Source: an optimization exercise on an open RTL-to-GDS flow (aim: small area). Production flows keep margins and buffers that such runs may drop. Only simulation tests tie the RTL to the original design; equivalence was not proved. The flow treats the clock pin as an ideal source, which a real chip does not have. Power is estimated from default activity; no workload was simulated.

### flow/design.v
module LFSR(i_Clk, i_Rst, o_Rand);
    input  wire       i_Clk;   
    input  wire       i_Rst;    
    output wire [7:0] o_Rand; 
    reg  [15:0] r_LFSR;      
    wire        w_Feedback;
    assign w_Feedback = r_LFSR[15] ^ r_LFSR[13] ^ r_LFSR[12] ^ r_LFSR[10];
    always@(posedge i_Clk, negedge i_Rst)
    begin
        if (!i_Rst) begin
            r_LFSR <= 16'h1234; 
        end
        else begin
            r_LFSR <= {r_LFSR[14:0], w_Feedback};
        end
    end
    assign o_Rand = r_LFSR[7:0];
endmodule
module OnePushControl(
    input  wire i_Clk,
    input  wire i_Rst,
    input  wire i_Push,
    output wire o_fPush
);
    reg       r_KeySync0, r_KeySync1;      
    reg       r_Wait;
    reg [4:0] r_Cnt;
    wire w_Pressed = ~r_KeySync1;
    wire w_Fb = (r_Cnt[4] ^ r_Cnt[2]) & (|r_Cnt[3:0]);
    always @(posedge i_Clk or negedge i_Rst) begin
        if (!i_Rst) begin
            r_KeySync0  <= 1'b1;
            r_KeySync1  <= 1'b1;
            r_Wait      <= 1'b0;
            r_Cnt       <= 5'd0;
        end else begin
            r_KeySync0  <= i_Push;
            r_KeySync1  <= r_KeySync0;
            r_Wait      <= w_Pressed | (r_Wait & (|r_Cnt));
            r_Cnt       <= {r_Cnt[3:0], w_Fb | (~r_Wait & w_Pressed)};
        end
    end
    assign o_fPush = (r_Cnt == 5'b00001);
endmodule
module PushControl (
    input  wire       i_Clk,
    input  wire       i_Rst,
    input  wire [3:0] i_Push,
    output wire [3:0] o_fPush
);
    OnePushControl u_Btn0 (.i_Clk(i_Clk), .i_Rst(i_Rst), .i_Push(i_Push[0]), .o_fPush(o_fPush[0]));
    OnePushControl u_Btn1 (.i_Clk(i_Clk), .i_Rst(i_Rst), .i_Push(i_Push[1]), .o_fPush(o_fPush[1]));
    OnePushControl u_Btn2 (.i_Clk(i_Clk), .i_Rst(i_Rst), .i_Push(i_Push[2]), .o_fPush(o_fPush[2]));
    OnePushControl u_Btn3 (.i_Clk(i_Clk), .i_Rst(i_Rst), .i_Push(i_Push[3]), .o_fPush(o_fPush[3]));
endmodule
module GameLogic (
    input  wire        i_Clk,
    input  wire        i_Rst,
    input  wire [3:0]  i_Pulse,
    input  wire [7:0]  i_Rand_Val,
    input  wire [1:0]  i_Speed_Opt,
    input  wire        i_View_Mode,
    input  wire        i_Start_Btn,
    output wire [31:0] o_Map,
    output wire        o_Map_Valid,
    output wire [15:0] o_Score,       
    output wire [7:0]  o_Combo,       
    output wire [9:0]  o_HP,
    output reg  [1:0]  o_Sound_Cmd
);
    reg [1:0]  r_State;
    reg [10:0] r_NHalf;
    wire [10:0] r_Half = ~r_NHalf;
    reg [9:0]  r_Speed_Cnt;
    reg [18:0] r_Score, r_HighScore;
    reg [7:0]  r_Combo, r_HighCombo;
    reg [3:0]  r_Miss;
    reg [31:0] r_NoNote;     
    wire w_Idle = ~(r_State[1] ^ r_State[0]);
    wire w_Play = ~r_State[1] & r_State[0];
    wire w_Over = r_State[1] & ~r_State[0];
    wire w_Hp0  = r_Miss[3] & r_Miss[1];             
    wire w_Act  = w_Play & ~w_Hp0;
    wire [3:0] w_P    = {i_Pulse[0], i_Pulse[1], i_Pulse[2], i_Pulse[3]};
    wire [31:0] r_Map = ~r_NoNote;
    wire [3:0] w_Row0 = r_Map[3:0];
    wire [3:0] w_Hit  = w_P & w_Row0;
    wire [3:0] w_Mis  = w_P & ~w_Row0;
    wire w_AnyHit  = |w_Hit;
    wire w_AnyMis  = |w_Mis;
    wire w_AnyP    = |w_P;
    wire w_LastHit = w_P[3] ? w_Row0[3] : w_P[2] ? w_Row0[2] : w_P[1] ? w_Row0[1] : w_Row0[0];
    wire [8:0] w_H = r_Half[8:0];
    wire w_HAbove100 = w_H[8] | w_H[7] | w_H[4] | w_H[3] | w_H[1] | w_H[0];
    wire w_Tick    = (r_Speed_Cnt[9:1] >= w_H);      
    wire w_Perfect = (r_Speed_Cnt > {3'b0, w_H[8:2]}) && (r_Speed_Cnt < {1'b0, w_H});
    wire w_BotMiss = w_Tick & (|(w_Row0 & ~w_Hit));
    wire w_Lose    = w_AnyMis | w_BotMiss;
    wire w_ComboUp = ~w_BotMiss & w_AnyP & w_LastHit;
    wire w_ComboClr = w_BotMiss | (w_AnyP & ~w_LastHit);
    wire [2:0] s4 = r_Score[18:16];
    wire [3:0] s3 = r_Score[15:12], s2 = r_Score[11:8], s1 = r_Score[7:4];
    wire       sb = r_Score[3];
    wire [2:0] sa = r_Score[2:0];
    wire w_Add   = w_Act & w_AnyHit;                  
    wire w_Add10 = w_Perfect;                          
    wire       c1 = w_Add & (w_Add10 | sb);
    wire       c2 = c1 & s1[3] & s1[0];                
    wire       c3 = c2 & s2[3] & s2[0];
    wire       c4 = c3 & s3[3] & s3[0];
    wire [3:0] n1 = c1 ? bcd_inc(s1) : s1;
    wire [3:0] n2 = c2 ? bcd_inc(s2) : s2;
    wire [3:0] n3 = c3 ? bcd_inc(s3) : s3;
    wire [2:0] n4 = c4 ? s4 + 3'd1 : s4;
    wire w_Top   = s4[2] & s4[1] & s3[2] & s3[0] & s2[2] & s2[0] & s1[1];
    wire w_ANz   = |sa;
    wire w_Wrap  = w_Add & w_Top & (w_Add10 ? (s1[0] | (sb & w_ANz)) : (s1[0] & (sb | w_ANz)));
    wire       w_WrapB = w_Add10 & s1[0] & (sb | w_ANz);
    wire [2:0] w_WrapA = {~w_ANz, sa[2] | (sa[1] & sa[0]), sa[2] | (sa[1] & ~sa[0])};   
    wire [18:0] w_ScoreAdd = w_Wrap ? {15'd0, w_WrapB, w_WrapA}
                                    : {n4, n3, n2, n1, sb ^ (w_Add & ~w_Add10), sa};
    wire [3:0] k1 = r_Combo[7:4], k0 = r_Combo[3:0];
    wire w_K0Nine = k0[3] & k0[0];
    wire w_C99 = w_K0Nine & k1[3] & k1[0];
    wire w_U0 = w_Act & w_ComboUp & ~w_C99;            
    wire w_U1 = w_U0 & w_K0Nine;                       
    wire [7:0] w_ComboNext = {k1 + {3'd0, w_U1}, w_U1 ? 4'd0 : k0 + {3'd0, w_U0}};
    function [3:0] bcd_inc;      
        input [3:0] d;
        begin
            bcd_inc[0] = ~d[0];
            bcd_inc[1] = (~d[3] & ~d[1] & d[0]) | (d[1] & ~d[0]);
            bcd_inc[2] = d[2] ^ (d[1] & d[0]);
            bcd_inc[3] = (d[3] & ~d[0]) | (d[2] & d[1] & d[0]);
        end
    endfunction
    reg [8:0] w_OptHalf;
    always @(*) begin
        case (i_Speed_Opt)
            2'b01:   w_OptHalf = 9'd250;
            2'b10:   w_OptHalf = 9'd125;
            default: w_OptHalf = 9'd500;
        endcase
    end
    wire w_Begin = w_Idle & i_Start_Btn;               
    always @(posedge i_Clk or negedge i_Rst) begin
        if (!i_Rst) begin
            r_State     <= 2'b00;
            r_Miss      <= 4'd0;
            o_Sound_Cmd <= 2'd0;
        end else begin
            r_Miss      <= w_Begin ? 4'd0 : r_Miss + {3'd0, w_Act & w_Lose};
            o_Sound_Cmd <= 2'd0;
            if (w_Act) begin
                if (w_BotMiss | (w_AnyP & ~w_LastHit)) o_Sound_Cmd <= 2'd3;
                else if (w_AnyP) o_Sound_Cmd <= w_Perfect ? 2'd1 : 2'd2;
            end
            if (w_Begin) r_State <= 2'b01;
            if (w_Play & w_Hp0) r_State <= 2'b10;
            if (w_Over & ~(r_Half[10] | r_Half[8] | r_Half[7] | r_Half[6] | r_Half[4] | r_Half[3] | r_Half[2]))
                r_State <= 2'b11;
        end
    end
    always @(posedge i_Clk) begin
        r_Score <= w_Begin ? 19'd0 : w_ScoreAdd;
        r_Combo <= (w_Begin | (w_Act & w_ComboClr)) ? 8'd0 : w_ComboNext;
        if (w_Begin & ~r_State[0]) begin
            r_HighScore <= 19'd0;
            r_HighCombo <= 8'd0;
        end else begin
            if (w_Play & w_Hp0 & (r_Score > r_HighScore)) r_HighScore <= r_Score;
            if (w_Play & (r_Combo > r_HighCombo)) r_HighCombo <= r_Combo;
        end
        r_Speed_Cnt <= ((w_Act & w_Tick) | (w_Begin & ~r_State[0])) ? 10'd0
                                                                   : r_Speed_Cnt + {9'd0, w_Act};
        if (w_Idle)
            r_NHalf <= ~{2'b00, w_OptHalf};
        else if (w_Play & w_Hp0)
            r_NHalf <= 11'd0;                  
        else
            r_NHalf <= ~(r_Half - {10'd0, w_Over | (w_Act & w_AnyHit & w_HAbove100)});
        if (w_Idle & i_Start_Btn)
            r_NoNote <= 32'hffffffff;
        else if (w_Act) begin
            if (w_Tick)
                r_NoNote <= {~(i_Rand_Val[7:4] & {4{i_Rand_Val[3]}}), r_NoNote[31:4]};
            else
                r_NoNote[3:0] <= r_NoNote[3:0] | w_Hit;
        end
    end
    assign o_Map       = r_Map;
    assign o_Map_Valid = r_State[1] | r_State[0];
    wire [3:0] m = r_Miss;
    assign o_HP[0] = ~m[3] & ~m[2] & ~m[1] & ~m[0];
    assign o_HP[1] = ~m[3] & ~m[2] & ~m[1];
    assign o_HP[2] = ~(m[3] | m[2] | (m[1] & m[0]));
    assign o_HP[3] = ~m[3] & ~m[2];
    assign o_HP[4] = (~m[3] & ~m[2]) | (~m[3] & ~m[1] & ~m[0]);
    assign o_HP[5] = ~(m[3] | (m[2] & m[1]));
    assign o_HP[6] = ~(m[3] | (m[2] & m[1] & m[0]));
    assign o_HP[7] = ~m[3];
    assign o_HP[8] = ~m[3] | (~m[1] & ~m[0]);
    assign o_HP[9] = ~(m[3] & m[1]);
    assign o_Score     = (i_View_Mode ? r_HighScore[15:0] : r_Score[15:0]) & {16{o_Map_Valid}};
    assign o_Combo     = (i_View_Mode ? r_HighCombo : r_Combo) & {8{o_Map_Valid}};
endmodule
module DotMatrix(
    input  wire        i_Clk,
    input  wire        i_Rst,
    input  wire [31:0] i_Map,
    input  wire        i_Valid,
    output wire [7:0]  o_DM_Col,
    output wire [7:0]  o_DM_Row
);
    reg [3:0] r_Cnt;
    reg [2:0] r_Row;
    wire w_Wrap = r_Cnt[3] & r_Cnt[1] & r_Cnt[0];    
    always @(posedge i_Clk or negedge i_Rst) begin
        if (!i_Rst) begin
            r_Cnt <= 4'd0;
            r_Row <= 3'd0;
        end else begin
            r_Cnt <= w_Wrap ? 4'd0 : r_Cnt + 4'd1;
            r_Row <= r_Row + {2'd0, w_Wrap};
        end
    end
    wire [7:0] w_Sel;            
    genvar i;
    generate
        for (i = 0; i < 8; i = i + 1) begin : g_row
            assign w_Sel[i]    = (r_Row == i);
            assign o_DM_Row[i] = ~w_Sel[i];
        end
        for (i = 0; i < 4; i = i + 1) begin : g_col
            wire [7:0] w_Lane = {i_Map[28+i], i_Map[24+i], i_Map[20+i], i_Map[16+i],
                                 i_Map[12+i], i_Map[8+i],  i_Map[4+i],  i_Map[i]};
            wire w_Bit = i_Valid & (|(w_Sel & w_Lane));
            assign o_DM_Col[2*i]   = w_Bit;
            assign o_DM_Col[2*i+1] = w_Bit;
        end
    endgenerate
endmodule
module FND(sel, o_FND);
input  wire [3:0] sel;
output wire [6:0] o_FND;
wire [3:0] s = sel;
assign o_FND[0] = ~(s[3] | s[1] | ~(s[2] ^ s[0]));
assign o_FND[1] = ~(~s[2] | ~(s[1] ^ s[0]));
assign o_FND[2] = ~s[2] & s[1] & ~s[0];
assign o_FND[3] = (~s[2] & ~s[1] & s[0]) | (s[2] & ~s[1] & ~s[0]) | (s[2] & s[1] & s[0]);
assign o_FND[4] = (s[2] & ~s[1]) | s[0];
assign o_FND[5] = ~s[3] & ~s[2] & (s[1] | s[0]);
assign o_FND[6] = (~s[3] & ~s[2] & ~s[1]) | (s[2] & s[1] & s[0]);
endmodule
module FND5(sel, o_FND);
input  wire [3:0] sel;
output wire [6:0] o_FND;
wire [3:0] s = sel;
assign o_FND[0] = (~s[3] & s[2]) | (~s[3] & ~s[1] & s[0]);
assign o_FND[1] = s[3] & ~s[2] & ~s[1];
assign o_FND[2] = ~s[3] & s[1] & ~s[0];
assign o_FND[3] = (~s[3] & ~s[1] & s[0]) | (s[3] & s[1] & ~s[0]) | s[2];
assign o_FND[4] = ~((~s[3] & ~s[2] & ~s[0]) | (s[3] & s[0]));
assign o_FND[5] = ~(s[3] | (~s[1] & ~s[0]));
assign o_FND[6] = (~s[3] & ~s[2] & ~s[1]) | (s[3] & s[1] & ~s[0]);
endmodule
module Sound (
    input  wire       i_Clk,
    input  wire       i_Rst_n,
    input  wire [1:0] i_Sound_Cmd,
    output wire       o_Piezo
);
    reg [1:0] r_Cur;
    reg       r_Played;
    reg [7:0] r_Dur;
    reg       r_Late;
    reg       r_Delay;
    wire w_Start = (i_Sound_Cmd != 2'd0);
    wire w_Act   = (r_Cur != 2'd0);
    wire w_End = (r_Cur == 2'd1 & r_Dur[7] & r_Dur[4] & r_Dur[2] & r_Dur[1])    
               | (r_Cur == 2'd2 & r_Dur[6] & r_Dur[5] & r_Dur[4])               
               | (r_Cur == 2'd3 & r_Dur[7] & r_Dur[6] & r_Dur[3]);              
    wire [7:0] k = r_Dur;
    wire w_PzPerf = (k > 8'd24) ^ (k > 8'd49) ^ (k > 8'd74) ^ (k > 8'd91)
                  ^ (k > 8'd108) ^ (k > 8'd125) ^ (k > 8'd142);
    wire w_PzGood = (k > 8'd48) ^ (k > 8'd97);
    wire w_PzMiss = (k > 8'd62) ^ (k > 8'd125) ^ (k > 8'd188);
    wire w_Pz = (r_Cur == 2'd1) ? w_PzPerf : (r_Cur == 2'd2) ? w_PzGood : w_PzMiss;
    always @(posedge i_Clk or negedge i_Rst_n) begin
        if (!i_Rst_n) begin
            r_Cur    <= 2'd0;
            r_Played <= 1'b0;
        end else begin
            if (w_Act & ~w_Start) r_Played <= 1'b1;
            if (w_Start)
                r_Cur <= i_Sound_Cmd;
            else if (w_Act & w_End)
                r_Cur <= 2'd0;
        end
    end
    always @(posedge i_Clk) begin
        r_Dur   <= w_Start ? 8'd0 : r_Dur + 8'd1;
        r_Delay <= ~w_Start & w_Pz;
        if (w_Start) r_Late <= ~r_Played;
    end
    assign o_Piezo = w_Act & (r_Late ? r_Delay : w_Pz);
endmodule
module UI (
    input  wire        i_Clk,
    input  wire        i_Rst_n,
    input  wire [15:0] i_Score,       
    input  wire [7:0]  i_Combo,       
    input  wire [1:0]  i_Sound_Cmd,
    output wire [6:0]  o_HEX0, o_HEX1, o_HEX2, o_HEX3,
    output wire [6:0]  o_HEX4, o_HEX5,
    output wire        o_Piezo
);
    FND5 u_Score_0 (.sel(i_Score[3:0]),   .o_FND(o_HEX0));
    FND u_Score_1 (.sel(i_Score[7:4]),   .o_FND(o_HEX1));
    FND u_Score_2 (.sel(i_Score[11:8]),  .o_FND(o_HEX2));
    FND u_Score_3 (.sel(i_Score[15:12]), .o_FND(o_HEX3));
    FND u_Combo_0 (.sel(i_Combo[3:0]),   .o_FND(o_HEX4));
    FND u_Combo_1 (.sel(i_Combo[7:4]),   .o_FND(o_HEX5));
    Sound u_Sound (
        .i_Clk      (i_Clk),
        .i_Rst_n    (i_Rst_n),
        .i_Sound_Cmd(i_Sound_Cmd),
        .o_Piezo    (o_Piezo)
    );
endmodule
module RhythmGame_Top (
    input  wire        CLOCK_50,
    input  wire [3:0]  KEY,
    input  wire [9:0]  SW,
    output wire [6:0]  HEX0, HEX1, HEX2, HEX3, HEX4, HEX5,
    output wire [9:0]  LEDR,
    output wire [7:0]  o_DM_Row,
    output wire [7:0]  o_DM_Col,
    output wire        o_Piezo
);
    wire        w_Rst_n = SW[9];
    wire [3:0]  w_Push_Pulse;
    wire [7:0]  w_Rand_Val;
    wire [31:0] w_Map;
    wire        w_Map_Valid;
    wire [15:0] w_Score;
    wire [7:0]  w_Combo;
    wire [1:0]  w_Sound_Cmd;
    wire [9:0]  w_HP;
    LFSR u_LFSR (
        .i_Clk   (CLOCK_50),
        .i_Rst   (w_Rst_n),
        .o_Rand  (w_Rand_Val)
    );
    PushControl u_Input (
        .i_Clk   (CLOCK_50),
        .i_Rst   (w_Rst_n),
        .i_Push  (KEY),
        .o_fPush (w_Push_Pulse)
    );
    GameLogic u_GameCore (
        .i_Clk       (CLOCK_50),
        .i_Rst       (w_Rst_n),
        .i_Pulse     (w_Push_Pulse),
        .i_Rand_Val  (w_Rand_Val),
        .i_Speed_Opt (SW[1:0]),
        .i_View_Mode (SW[2]),
        .i_Start_Btn (SW[8]),
        .o_Map       (w_Map),
        .o_Map_Valid (w_Map_Valid),
        .o_Score     (w_Score),
        .o_Combo     (w_Combo),
        .o_HP        (w_HP),
        .o_Sound_Cmd (w_Sound_Cmd)
    );
    DotMatrix u_Display (
        .i_Clk    (CLOCK_50),
        .i_Rst    (w_Rst_n),
        .i_Map    (w_Map),
        .i_Valid  (w_Map_Valid),
        .o_DM_Col (o_DM_Col),
        .o_DM_Row (o_DM_Row)
    );
    UI u_UI (
        .i_Clk       (CLOCK_50),
        .i_Rst_n     (w_Rst_n),
        .i_Score     (w_Score),
        .i_Combo     (w_Combo),
        .i_Sound_Cmd (w_Sound_Cmd),
        .o_HEX0(HEX0), .o_HEX1(HEX1), .o_HEX2(HEX2), .o_HEX3(HEX3),
        .o_HEX4(HEX4), .o_HEX5(HEX5),
        .o_Piezo(o_Piezo)
    );
    assign LEDR = w_HP;
endmodule
### flow/flow/run.sh
#!/bin/bash
# Standard synthesis, then the combinational logic is re-mapped for area with
# ABC (flip-flops untouched), then the standard layout steps. Ports are
# buffered with the smallest buffer; CTS takes the arguments in cts_args.txt
# and cts_post.tcl then shrinks clock buffers where the clock slew allows.
set -euo pipefail
HERE=$(pwd)
RES=$HERE/orfs/results/$FLOW_PLATFORM/RhythmGame_Top/base
bash standard.sh $RES/1_2_yosys.v > synth.log 2>&1
cp $RES/1_2_yosys.v $HERE/1_2_yosys_standard.v
export REOPT_LIB=$FLOW_HOME/platforms/$FLOW_PLATFORM/lib/sky130_fd_sc_hd__tt_025C_1v80.lib
export REOPT_IN=$HERE/1_2_yosys_standard.v
export REOPT_DONT_USE="$(make -s -C $FLOW_HOME DESIGN_CONFIG=$FLOW_CONFIG print-DONT_USE_CELLS 2>/dev/null | sed "s/^DONT_USE_CELLS: //")"
# several ABC runs (scripts reopt*.abc, each with several seeds, 4 at a
# time); keep the smallest netlist
JOBS=()
for F in flow/reopt*.abc; do
  for S in 1 2 3 4; do JOBS+=("$F:$S"); done
done
N=0
for J in "${JOBS[@]}"; do
  F=${J%%:*}; S=${J##*:}; N=$((N+1))
  sed "s/@SEED@/$S/" $F > reopt_$N.abc
  REOPT_ABC=$HERE/reopt_$N.abc REOPT_OUT=$HERE/reopt_$N.v \
    yosys -c flow/reopt.tcl > reopt_$N.log 2>&1 &
  if (( N % 4 == 0 )); then wait; fi
done
wait
BEST=""; BESTA=""
for K in $(seq 1 $N); do
  A=$(grep "Chip area for module" reopt_$K.log | tail -1 | awk '{print $NF}')
  echo "run $K ($(head -c 200 reopt_$K.abc)): area $A" >> reopt.log
  if [[ -n "$A" && -s reopt_$K.v ]] && { [[ -z "$BESTA" ]] || python3 -c "import sys; sys.exit(0 if $A < $BESTA else 1)"; }; then
    BEST=$K; BESTA=$A
  fi
done
echo "best run $BEST: area $BESTA" >> reopt.log
cp reopt_$BEST.v $RES/1_2_yosys.v
touch $RES/1_2_yosys.v
bash standard.sh "BUFFER_PORTS_ARGS=-buffer_cell sky130_fd_sc_hd__buf_1" \
  "CTS_ARGS=$(cat flow/cts_args.txt)" "POST_CTS_TCL=$HERE/flow/cts_post.tcl" \
  finish > layout.log 2>&1
### flow/flow/cts_args.txt
-sink_clustering_enable -repair_clock_nets -buf_list sky130_fd_sc_hd__clkbuf_8 -dont_use_dummy_load
### flow/flow/cts_post.tcl
set slew_limit 0.114
set sizes {sky130_fd_sc_hd__clkbuf_2 sky130_fd_sc_hd__clkbuf_4}
proc max_clk_slew {} {
  estimate_parasitics -placement
  set mx 0
  foreach p [get_pins -hierarchical */CLK] {
    set s [get_property $p slew_max]
    if { $s > $mx } { set mx $s }
  }
  return $mx
}
puts "cts_post: max clock pin slew before: [max_clk_slew]"
set bufs {}
foreach i [[ord::get_db_block] getInsts] {
  set m [[$i getMaster] getName]
  if { [string match clkbuf_* [$i getName]] && $m eq "sky130_fd_sc_hd__clkbuf_8" } {
    lappend bufs [$i getName]
  }
}
# leaf buffers first, the root (clkbuf_0_*) last
set bufs [lsort -command {apply {{a b} {
  expr {[string match clkbuf_0_* $a] - [string match clkbuf_0_* $b]}}}} $bufs]
foreach b $bufs {
  set orig [[[[ord::get_db_block] findInst $b] getMaster] getName]
  set done 0
  foreach c $sizes {
    replace_cell $b $c
    set s [max_clk_slew]
    if { $s <= $slew_limit } {
      puts "cts_post: $b $orig -> $c (max slew $s)"
      set done 1
      break
    }
  }
  if { !$done } {
    replace_cell $b $orig
    puts "cts_post: $b stays $orig"
  }
}
puts "cts_post: max clock pin slew after: [max_clk_slew]"
detailed_placement
check_placement -verbose
### flow/flow/reopt.abc
strash; &get -n; &deepsyn -T 40 -S @SEED@; &put; dch; amap
### flow/flow/reopt.tcl
# Re-optimise the combinational logic of the standard synthesis netlist.
# Flip-flops and tie cells stay as they are (same instances, names and types);
# every other cell is read as its liberty function, flattened and re-mapped.
yosys -import
set lib $::env(REOPT_LIB)
set in  $::env(REOPT_IN)
set out $::env(REOPT_OUT)
read_liberty -ignore_miss_func $lib
read_verilog $in
hierarchy -top $::env(FLOW_TOP)
blackbox sky130_fd_sc_hd__df* sky130_fd_sc_hd__edf* sky130_fd_sc_hd__sdf* sky130_fd_sc_hd__conb_1
flatten
hierarchy -top $::env(FLOW_TOP)
opt -purge
set du {}
foreach c $::env(REOPT_DONT_USE) { lappend du -dont_use $c }
abc -liberty $lib {*}$du -script $::env(REOPT_ABC)
opt_clean -purge
hierarchy -top $::env(FLOW_TOP)
stat -liberty $lib
write_verilog -noattr -nohex -nodec $out
### flow/flow/reopt_f.abc
strash; &get -n; &deepsyn -T 40 -S @SEED@; &put; dch -f; amap
### flow/standard.sh
#!/bin/bash
# synth_recipe.tcl (not shown) runs the flow's synth.tcl, then flattens the netlist and writes it again
# the make line also repeats each setting of config.mk as NAME=value (left out here)
make -C /OpenROAD-flow-scripts/flow DESIGN_CONFIG=/design/flow/config.mk WORK_HOME=/design/flow/orfs CLKGATE_MAP_FILE= SYNTH_SCRIPT=/design/flow/synth_recipe.tcl "${@:-finish}"
### flow/config.mk
export PLATFORM = sky130hd
export DESIGN_NAME = RhythmGame_Top
export DESIGN_NICKNAME = RhythmGame_Top
export VERILOG_FILES = /design/flow/design.v
export SDC_FILE = /design/flow/constraint.sdc
export NUM_CORES = 4
export LEC_CHECK = 0
export CAP_MARGIN = 20
export CORE_MARGIN = 2
export CORE_UTILIZATION = 65
export SLEW_MARGIN = 20
### flow/constraint.sdc
create_clock -name core_clock -period 25.0 [get_ports {CLOCK_50}]
set_input_delay 5.0000 -clock core_clock [delete_from_list [all_inputs] [get_ports {CLOCK_50}]]
set_output_delay 5.0000 -clock core_clock [all_outputs]
set_load 0.01 [all_outputs]
==> results of run 1 <==
[state kept, by name, summed over array words and instances, names as in the netlist, 2 cells and up, named ones only]
signal and flops:
u_Display.r_Cnt 4, u_GameCore.r_HighScore 19, u_GameCore.r_Speed_Cnt 10, u_Display.r_Row 3, u_GameCore.r_Miss 4, u_GameCore.r_NHalf 11
u_Input.u_Btn2.r_Cnt 5, u_GameCore.r_NoNote 32, u_GameCore.r_HighCombo 8, u_Input.u_Btn0.r_Cnt 5, u_GameCore.r_Combo 8, u_GameCore.r_Score 13
u_Input.u_Btn3.r_Cnt 5, u_GameCore.r_State 2, u_GameCore.o_Sound_Cmd 2, u_LFSR.r_LFSR 16, u_UI.u_Sound.r_Cur 2, u_UI.u_Sound.r_Dur 8
u_Input.u_Btn1.r_Cnt 5
[per-stage QoR]
stage,setup slack [ps],instances,hold slack [ps]
5_1_grt,11610,1164,356
2_1_floorplan,13220,916,331
3_3_place_gp,12070,1146,339
3_5_place_dp,11940,1146,337
6_report,11900,1164,359
[routing by layer]
layer  GRT usage [%]  vias up
met5               0        -
met1            38.4     3325
met3            6.00       34
met2            46.1      256
met4            9.84        0
li1                -     3500
[cell usage in the layout (no fill, tap or decap), drive strengths merged, types with 3 or more instances in the layout]
cell,count
o21a,8
buf,83
dfstp,13
o21bai,5
o221ai,18
nor2,147
o32ai,6
clkinv,140
a21oi,26
nand2b,4
dfrtp,53
dfxtp,116
o211ai,6
o22a,28
o32a,7
or3,3
a211oi,12
nor2b,7
a31oi,15
nand4,3
a222oi,3
a221oi,9
or2,5
nand2,74
nor3,28
a22oi,3
a2111oi,3
o22ai,74
nor4,5
clkbuf,17
o31ai,4
nand3,20
o21ai,58
[final timing paths]
kind                                                   endpoint  slack, ps  cells after the start
max                                                     HEX5[6]      11900                     11
min                         u_Input.u_Btn2.r_KeySync1$_DFF_PN1_        360                      0
max reg2reg                u_GameCore.r_NoNote[28]$_SDFFE_PP1P_      20430                     14
min reg2reg                 u_Input.u_Btn2.r_KeySync1$_DFF_PN1_        360                      0
max in group asynchronous     u_GameCore.r_State[1]$_DFFE_PN0P_      19870                      2
min in group asynchronous          u_Display.r_Cnt[0]$_DFF_PN0_       4600                      2
[area by class of cell]
cell class              instances  area [um^2]  share of cell area, %
flip-flops and latches        183         4020                   47.3
multi-input cells             593         3260                   38.4
inverters                     140          526                   6.18
repair buffers                 83          332                   3.90
well taps                     147          184                   2.16
clock buffers                  17          171                   2.02
diodes                          1         2.50                 0.0294
[power groups by stage]
stage	Clock (W)	Combinational, W	Sequential (W)
finish	0.000129	0.000307	0.000412
global route	0.000142	0.000345	0.000421
detailed placement	0	0.000302	0.000417
global placement	0	0.000291	0.000413
floorplan	0	0.000221	0.000402
[critical path, cell delays in order]
cell	delay [ps]
sky130_fd_sc_hd__buf_1	510
sky130_fd_sc_hd__clkinv_1	590
sky130_fd_sc_hd__nand2_1	600
sky130_fd_sc_hd__o22a_1	310
sky130_fd_sc_hd__nand2_1	140
sky130_fd_sc_hd__nor2_1	160
sky130_fd_sc_hd__o21ai_0	130
sky130_fd_sc_hd__o31ai_1	140
sky130_fd_sc_hd__nor2_1	110
sky130_fd_sc_hd__nor3_1	190
sky130_fd_sc_hd__buf_1	180
==> flow_summary_export.csv, run 1 <==
group,metric,value,unit
routing,remaining_drc_errors,0,
routing,routed-via-count,7115,
sta,finalSetupViolations,0,
hold_path,worstHoldPathType,"reg2reg",
routing,detail_route.wirelength.met1,7.96,mm
routing,met3_length,1.11,mm
logic_synthesis,synth_fp_nets,931,
outcome,outcome,"timing/DRC/antenna clean",
sta,final_critical_period,13100,ps
setup_path,data_required_time_of_the_worst_path,20000,ps
power_and_ir_drop,proportion_of_power_drawn_by_combinational_gates,36.2,%
logic_synthesis,yosysWarnings,5,
setup_path,path_max_fanout,13,
setup_path,critPathArrivalTime,8100,ps
logic_synthesis,synth.avg_cell_area,8.53,um^2
layout,num-fill-cells,986,
grt,grt.overflow.total,0,
routing,viasPerCell,6.11,
grt,grt_pass1_vias,6475,
setup_path,timing.critical_path.from_type,"primary input",
sta,rsz0062_at_grt,"no",
clocking,clkSlewWorstSetupHoldPaths,100,ps
routing,detailedRoute.firstIterationViolations,564,
grt,pin_count_of_the_biggest_net_entering_global_routing,67,
grt,grt_util_all_layers,28.4,%
sta,final_cycle_utilization_of_the_critical_path,52.4,%
sta,worst_pin_slew,1070,ps
logic_synthesis,synthCells,916,
layout,final_design_area_no_fill,0.00850,mm^2
sta,slew_headroom,28.5,%
clocking,worst_skew_pair.late_latency,580,ps
power_and_ir_drop,p_per_area,99.9,mW/mm^2
layout,post_route_cells_drive_above_1_share,3.54,%
place,globalplace.congestion,0.885,
power_and_ir_drop,max-vdd-ir-drop,63.7,uV
power_and_ir_drop,swShare,40.3,%
floorplanning,initial_core_util,65.8,%
floorplanning,die_width,114,um
clocking,cts.sinks,183,
place,detailedPlacementHpwl,12.8,mm
layout,num-nets-final,1033,
routing,post_drt_wl_per_cell,15.3,um
floorplanning,core_footprint,0.0119,mm^2
clocking,tritoncts_clock_tree,"yes",
power_and_ir_drop,power_leakage,3.03,nW
floorplanning,die_height,114,um
sta,totalNegativeSetupSlack,0,ps
run,drv.max_cap_violation_count,0,
sta,fmax,76.4,MHz
hold_path,hp-start,"u_Input.u_Btn2.r_KeySync0$_DFF_PN1_",
place,dpl_cell_area,0.00833,mm^2
routing,detail_route.first_pass.iterations,7,
layout,final_core_utilization,71.7,%
setup_path,worst-setup-path-type,"in2out",
power_and_ir_drop,total_power,0.000849,W
grt,grt_first_pass_wirelength,29.8,mm
sta,finalClockSkew,32.6,ps
routing,met2_routed_wirelength,8.40,mm
routing,routed_wirelength,17.8,mm
setup_path,worst_setup_path_end_kind,"output pin",
power_and_ir_drop,share_clk_of_total_power,15.2,%
layout,syn2layout_area_growth,8.83,%
floorplanning,boundaryPins,84,
routing,drtAntennaViolNets,0,
setup_path,worst_setup_path_startpoint,"SW[2]",
floorplanning,die_area,0.0129,mm^2
power_and_ir_drop,netSwitchingPower,0.000342,W
grt,antenna_found_initial,1,
sta,report.final.slew_viol_count,0,
logic_synthesis,synthesis.area,0.00781,mm^2
sta,hold_viol,0,
place,io_buffer_count,78,
routing,highest-signal-layer,"met4",
power_and_ir_drop,sequential_share_of_power,48.6,%
floorplanning,floorplan.rows,40,
power_and_ir_drop,p_int,0.000507,W
setup_path,r2r-start,"u_GameCore.r_Speed_Cnt[3]$_SDFF_PP0_",
==> run 2: changes to the inputs <==
--- a/flow/design.v
+++ b/flow/design.v
@@ -67,5 +67,6 @@
     output wire [7:0]  o_Combo,       
     output wire [9:0]  o_HP,
-    output reg  [1:0]  o_Sound_Cmd
+    output reg  [1:0]  o_Sound_Cmd,
+    output wire        o_First        
 );
     reg [1:0]  r_State;
@@ -147,13 +148,5 @@
         if (!i_Rst) begin
             r_State     <= 2'b00;
-            r_Miss      <= 4'd0;
-            o_Sound_Cmd <= 2'd0;
         end else begin
-            r_Miss      <= w_Begin ? 4'd0 : r_Miss + {3'd0, w_Act & w_Lose};
-            o_Sound_Cmd <= 2'd0;
-            if (w_Act) begin
-                if (w_BotMiss | (w_AnyP & ~w_LastHit)) o_Sound_Cmd <= 2'd3;
-                else if (w_AnyP) o_Sound_Cmd <= w_Perfect ? 2'd1 : 2'd2;
-            end
             if (w_Begin) r_State <= 2'b01;
             if (w_Play & w_Hp0) r_State <= 2'b10;
@@ -165,4 +158,10 @@
         r_Score <= w_Begin ? 19'd0 : w_ScoreAdd;
         r_Combo <= (w_Begin | (w_Act & w_ComboClr)) ? 8'd0 : w_ComboNext;
+        r_Miss  <= w_Begin ? 4'd0 : r_Miss + {3'd0, w_Act & w_Lose};
+        o_Sound_Cmd <= 2'd0;
+        if (w_Act) begin
+            if (w_BotMiss | (w_AnyP & ~w_LastHit)) o_Sound_Cmd <= 2'd3;
+            else if (w_AnyP) o_Sound_Cmd <= w_Perfect ? 2'd1 : 2'd2;
+        end
         if (w_Begin & ~r_State[0]) begin
             r_HighScore <= 19'd0;
@@ -191,15 +190,18 @@
     assign o_Map       = r_Map;
     assign o_Map_Valid = r_State[1] | r_State[0];
+    assign o_First     = w_Begin & ~r_State[0];
+    wire [9:0] w_HP;
     wire [3:0] m = r_Miss;
-    assign o_HP[0] = ~m[3] & ~m[2] & ~m[1] & ~m[0];
-    assign o_HP[1] = ~m[3] & ~m[2] & ~m[1];
-    assign o_HP[2] = ~(m[3] | m[2] | (m[1] & m[0]));
-    assign o_HP[3] = ~m[3] & ~m[2];
-    assign o_HP[4] = (~m[3] & ~m[2]) | (~m[3] & ~m[1] & ~m[0]);
-    assign o_HP[5] = ~(m[3] | (m[2] & m[1]));
-    assign o_HP[6] = ~(m[3] | (m[2] & m[1] & m[0]));
-    assign o_HP[7] = ~m[3];
-    assign o_HP[8] = ~m[3] | (~m[1] & ~m[0]);
-    assign o_HP[9] = ~(m[3] & m[1]);
+    assign w_HP[0] = ~m[3] & ~m[2] & ~m[1] & ~m[0];
+    assign w_HP[1] = ~m[3] & ~m[2] & ~m[1];
+    assign w_HP[2] = ~(m[3] | m[2] | (m[1] & m[0]));
+    assign w_HP[3] = ~m[3] & ~m[2];
+    assign w_HP[4] = (~m[3] & ~m[2]) | (~m[3] & ~m[1] & ~m[0]);
+    assign w_HP[5] = ~(m[3] | (m[2] & m[1]));
+    assign w_HP[6] = ~(m[3] | (m[2] & m[1] & m[0]));
+    assign w_HP[7] = ~m[3];
+    assign w_HP[8] = ~m[3] | (~m[1] & ~m[0]);
+    assign w_HP[9] = ~(m[3] & m[1]);
+    assign o_HP = w_HP | {10{~o_Map_Valid}};
     assign o_Score     = (i_View_Mode ? r_HighScore[15:0] : r_Score[15:0]) & {16{o_Map_Valid}};
     assign o_Combo     = (i_View_Mode ? r_HighCombo : r_Combo) & {8{o_Map_Valid}};
@@ -269,4 +271,6 @@
     input  wire       i_Rst_n,
     input  wire [1:0] i_Sound_Cmd,
+    input  wire       i_Clear,       
+    input  wire       i_Valid,       
     output wire       o_Piezo
 );
@@ -287,6 +291,6 @@
     wire w_PzMiss = (k > 8'd62) ^ (k > 8'd125) ^ (k > 8'd188);
     wire w_Pz = (r_Cur == 2'd1) ? w_PzPerf : (r_Cur == 2'd2) ? w_PzGood : w_PzMiss;
-    always @(posedge i_Clk or negedge i_Rst_n) begin
-        if (!i_Rst_n) begin
+    always @(posedge i_Clk) begin
+        if (i_Clear) begin
             r_Cur    <= 2'd0;
             r_Played <= 1'b0;
@@ -304,5 +308,5 @@
         if (w_Start) r_Late <= ~r_Played;
     end
-    assign o_Piezo = w_Act & (r_Late ? r_Delay : w_Pz);
+    assign o_Piezo = i_Valid & w_Act & (r_Late ? r_Delay : w_Pz);
 endmodule
 module UI (
@@ -312,4 +316,6 @@
     input  wire [7:0]  i_Combo,       
     input  wire [1:0]  i_Sound_Cmd,
+    input  wire        i_First,
+    input  wire        i_Valid,
     output wire [6:0]  o_HEX0, o_HEX1, o_HEX2, o_HEX3,
     output wire [6:0]  o_HEX4, o_HEX5,
@@ -326,4 +332,6 @@
         .i_Rst_n    (i_Rst_n),
         .i_Sound_Cmd(i_Sound_Cmd),
+        .i_Clear    (i_First),
+        .i_Valid    (i_Valid),
         .o_Piezo    (o_Piezo)
     );
@@ -348,4 +356,5 @@
     wire [1:0]  w_Sound_Cmd;
     wire [9:0]  w_HP;
+    wire        w_First;
     LFSR u_LFSR (
         .i_Clk   (CLOCK_50),
@@ -372,5 +381,6 @@
         .o_Combo     (w_Combo),
         .o_HP        (w_HP),
-        .o_Sound_Cmd (w_Sound_Cmd)
+        .o_Sound_Cmd (w_Sound_Cmd),
+        .o_First     (w_First)
     );
     DotMatrix u_Display (
@@ -388,4 +398,6 @@
         .i_Combo     (w_Combo),
         .i_Sound_Cmd (w_Sound_Cmd),
+        .i_First     (w_First),
+        .i_Valid     (w_Map_Valid),
         .o_HEX0(HEX0), .o_HEX1(HEX1), .o_HEX2(HEX2), .o_HEX3(HEX3),
         .o_HEX4(HEX4), .o_HEX5(HEX5),
==> run 2 against run 1 <==
  * Clock-buffer cell count is the same
  * Combinational power shrank 15%
  * Synthesized cell count grew 0.87%
  * Worst hold slack is essentially flat
  * Clock power about the same
  * Still clean
  * Register-to-register slack gained 390 ps
==> flow_summary_export.csv, run 2 <==
group,metric,value,unit
setup_path,crit_family,"compound AO/OA/AOI/OAI gates",
place,detailedPlacementHpwl,12.0,mm
floorplanning,die_height,113,um
setup_path,timing.critical_path.from_type,"primary input",
layout,regArea,0.00398,mm^2
setup_path,cp_num_buf_inv,5,
sta,worst_pin_slew,1050,ps
floorplanning,die_area,0.0129,mm^2
grt,grt.overflow.total,0,
sta,final_critical_period,12350,ps
sta,finalSetupViolations,0,
sta,final_cycle_utilization_of_the_critical_path,49.4,%
clocking,worst_skew_pair.late_latency,460,ps
layout,leading_cell_types_in_the_layout_fill_and_taps_excluded,"162 x sky130_fd_sc_hd__nor2_1, 131 x sky130_fd_sc_hd__clkinv_1, 125 x sky130_fd_sc_hd__dfxtp_1",
floorplanning,initial_core_util,67.2,%
power_and_ir_drop,p_per_area,92.0,mW/mm^2
place,dpl_cell_area,0.00829,mm^2
place,io_buffer_count,78,
setup_path,crit_chain,"buf_1 -> buf_4 -> clkinv_1 -> nand2_1 -> o22ai_1 -> clkinv_1 -> a31oi_1 -> o21ai_0 -> buf_1",
routing,detail_route.wirelength.met1,8.21,mm
layout,syn2layout_area_growth,8.93,%
logic_synthesis,yosysWarnings,5,
grt,antenna_found_initial,0,
logic_synthesis,synth_fp_nets,939,
floorplanning,die_width,113,um
sta,hold_viol,0,
layout,num-fill-cells,907,
setup_path,cp_num_cells,9,
routing,detail_route.first_pass.iterations,5,
logic_synthesis,synthesis.area,0.00778,mm^2
setup_path,worst_path_largest_cell_delay,670,ps
grt,grt_first_pass_wirelength,29.3,mm
layout,post_route_cells_drive_above_1_share,3.61,%
sta,slew_headroom,30.1,%
setup_path,path_max_fanout,15,
setup_path,r2r-start,"u_GameCore.r_NHalf[2]$_DFF_P_",
setup_path,worst_setup_path_end_kind,"output pin",
routing,viasPerCell,5.98,
floorplanning,boundaryPins,84,
grt,pin_count_of_the_biggest_net_entering_global_routing,58,
power_and_ir_drop,max-vdd-ir-drop,65.8,uV
routing,detailedRoute.firstIterationViolations,528,
setup_path,r2r_end,"u_GameCore.r_Score[18]$_SDFFE_PP0P_",
sta,fmax,81.0,MHz
routing,routed_wirelength,17.2,mm
layout,diodes,0,
setup_path,data_required_time_of_the_worst_path,20000,ps
hold_path,worstHoldPathType,"reg2reg",
hold_path,min_delay_worst_endpoint,"u_LFSR.r_LFSR[9]$_DFF_PN1_",
place,globalplace.congestion,0.861,
routing,routed-via-count,6983,
floorplanning,floorplan.rows,39,
hold_path,hold-path-cell-count,0,
logic_synthesis,synth.avg_cell_area,8.42,um^2
outcome,outcome,"timing/DRC/antenna clean",
grt,grt_util_all_layers,28.4,%
routing,drtAntennaViolNets,0,
power_and_ir_drop,power_leakage,3.01,nW
setup_path,critPathSlowestCell,"sky130_fd_sc_hd__o22ai_1",
layout,final_design_area_no_fill,0.00847,mm^2
setup_path,reg2reg_slack,20820,ps
sta,report.final.slew_viol_count,0,
clocking,tritoncts_clock_tree,"yes",
sta,rsz0062_at_grt,"no",
logic_synthesis,synthCells,924,
layout,leading_registers_by_flop_count,"u_GameCore.r_NoNote (32), u_GameCore.r_HighScore (19), u_LFSR.r_LFSR (16)",
layout,num-nets-final,1041,
hold_path,hp-start,"u_LFSR.r_LFSR[8]$_DFF_PN0_",
clocking,cts.sinks,183,
sta,finalClockSkew,35.9,ps
routing,post_drt_wl_per_cell,14.7,um
setup_path,worst-setup-path-type,"in2out",
sta,totalNegativeSetupSlack,0,ps
floorplanning,core_footprint,0.0116,mm^2
layout,area_used_by_multi_input_combinational_logic,0.00332,mm^2
clocking,clkSlewWorstSetupHoldPaths,90,ps
routing,highest-signal-layer,"met4",
layout,layout_commonest_cell,"sky130_fd_sc_hd__nor2_1",
layout,largest_reg_by_ff_count,"u_GameCore.r_NoNote",
setup_path,worst_r2r_path_cells,23,
run,drv.max_cap_violation_count,0,
routing,met2_routed_wirelength,7.73,mm
setup_path,critPathArrivalTime,7350,ps
layout,largest_register_ff_count,32,
grt,grt_pass1_vias,6303,
routing,met3_length,990,um
routing,remaining_drc_errors,0,
==> run 2: changes by cell type in the layout (fill, tap and decap cells not counted), moves of 6 or more <==
cell,before,now
sky130_fd_sc_hd__clkinv_1,140,131
sky130_fd_sc_hd__nor2_1,147,162
sky130_fd_sc_hd__o211ai_1,6,0
sky130_fd_sc_hd__o22ai_1,74,80
sky130_fd_sc_hd__nor2b_1,7,13
sky130_fd_sc_hd__o32a_1,7,0
sky130_fd_sc_hd__dfrtp_1,53,44
sky130_fd_sc_hd__dfxtp_1,116,125
==> run 2: how the worst max path moves through the flow <==
stage	to	startpoint	slack, ps
after global placement	HEX2[0]	SW[2]	12740
after floorplan	HEX1[1]	SW[2]	13600
after global routing	HEX4[1]	SW[2]	12460
final	HEX0[3]	SW[2]	12650
after detailed placement	HEX1[1]	SW[2]	12740
==> run 2: where the power goes <==
group          switching (W)  internal [W]
clock              0.0000861     0.0000452
sequential         0.0000427      0.000343
combinational       0.000170     0.0000923
total               0.000299      0.000481
==> run 2: per-layer routing <==
metal	GRT usage, %	up-vias
met3	6.11	23
met4	9.11	0
met1	38.4	3196
met5	0	-
met2	46.0	226
li1	-	3538
==> run 2: through the flow <==
stage / power (W) / hold slack, ps / setup slack [ps] / cells / util, %
6_report: 0.000779 / 358 / 12650 / 1167 / 73.2
3_5_place_dp: 0.000650 / 341 / 12740 / 1150 / 71.7
3_3_place_gp: 0.000647 / 335 / 12740 / 1150 / 71.7
5_1_grt: 0.000837 / 365 / 12460 / 1167 / 73.2
2_1_floorplan: 0.000574 / 331 / 13600 / 924 / -
==> run 2: cell type report <==
| type | instances | share of cell area [%] |
|---|---|---|
| multi-input combinational | 610 | 39.1 |
| tap | 143 | 2.11 |
| clock buffer | 17 | 2.10 |
| sequential | 183 | 46.9 |
| timing repair buffer | 83 | 3.91 |
| inverter | 131 | 5.81 |
==> run 2: worst register-to-register path, cell delays in order (launching register included) <==
cell and delay [ps]:
sky130_fd_sc_hd__dfxtp_1 490, sky130_fd_sc_hd__clkinv_1 160, sky130_fd_sc_hd__o32ai_1 290, sky130_fd_sc_hd__o21a_1 150
sky130_fd_sc_hd__a221oi_1 50, sky130_fd_sc_hd__o221ai_1 190, sky130_fd_sc_hd__o221ai_1 150, sky130_fd_sc_hd__o2111ai_1 100
sky130_fd_sc_hd__o2111ai_1 230, sky130_fd_sc_hd__clkinv_1 160, sky130_fd_sc_hd__o21ai_0 110, sky130_fd_sc_hd__nor2_1 150
sky130_fd_sc_hd__clkinv_1 170, sky130_fd_sc_hd__nor2_1 160, sky130_fd_sc_hd__clkinv_1 110, sky130_fd_sc_hd__nor2_1 220
sky130_fd_sc_hd__clkinv_1 150, sky130_fd_sc_hd__nor2_1 180, sky130_fd_sc_hd__nand2_1 140, sky130_fd_sc_hd__nor2_1 240
sky130_fd_sc_hd__nand2_1 120, sky130_fd_sc_hd__nor2_1 180, sky130_fd_sc_hd__nor2_1 60, sky130_fd_sc_hd__a211oi_1 150

-- static timing again, ports no longer ideal --
The results above use ideal ports. As a check the final layouts listed here were re-extracted and re-timed, cells and wires unchanged.
Step 1 assumes that a clkbuf_16 drives the clock port and a buf_2 every other input.
Step 2 times the ports against the registers' clock, not the clock port: input delays grow and output delays shrink by t, the midpoint of the rising clock arrivals with the driver on.
a / b / c = no drivers / after step 1 / after step 2; a / b = the first two.
run	t (ns)	setup WS [ns]	worst setup path at the end	latest minus earliest clock arrival (ns)	pins driven straight from the clock port
run 1	0.596	11.904 / 11.876 / 11.876	input to output	0.036 / 0.036	1
run 2	0.485	12.653 / 12.632 / 12.632	input to output	0.036 / 0.036	1
After both steps setup and hold are still met in every run listed. For run 1, which loses most, drivers alone change the setup slack by -0.028 ns; drivers and shift together by -0.028 ns.
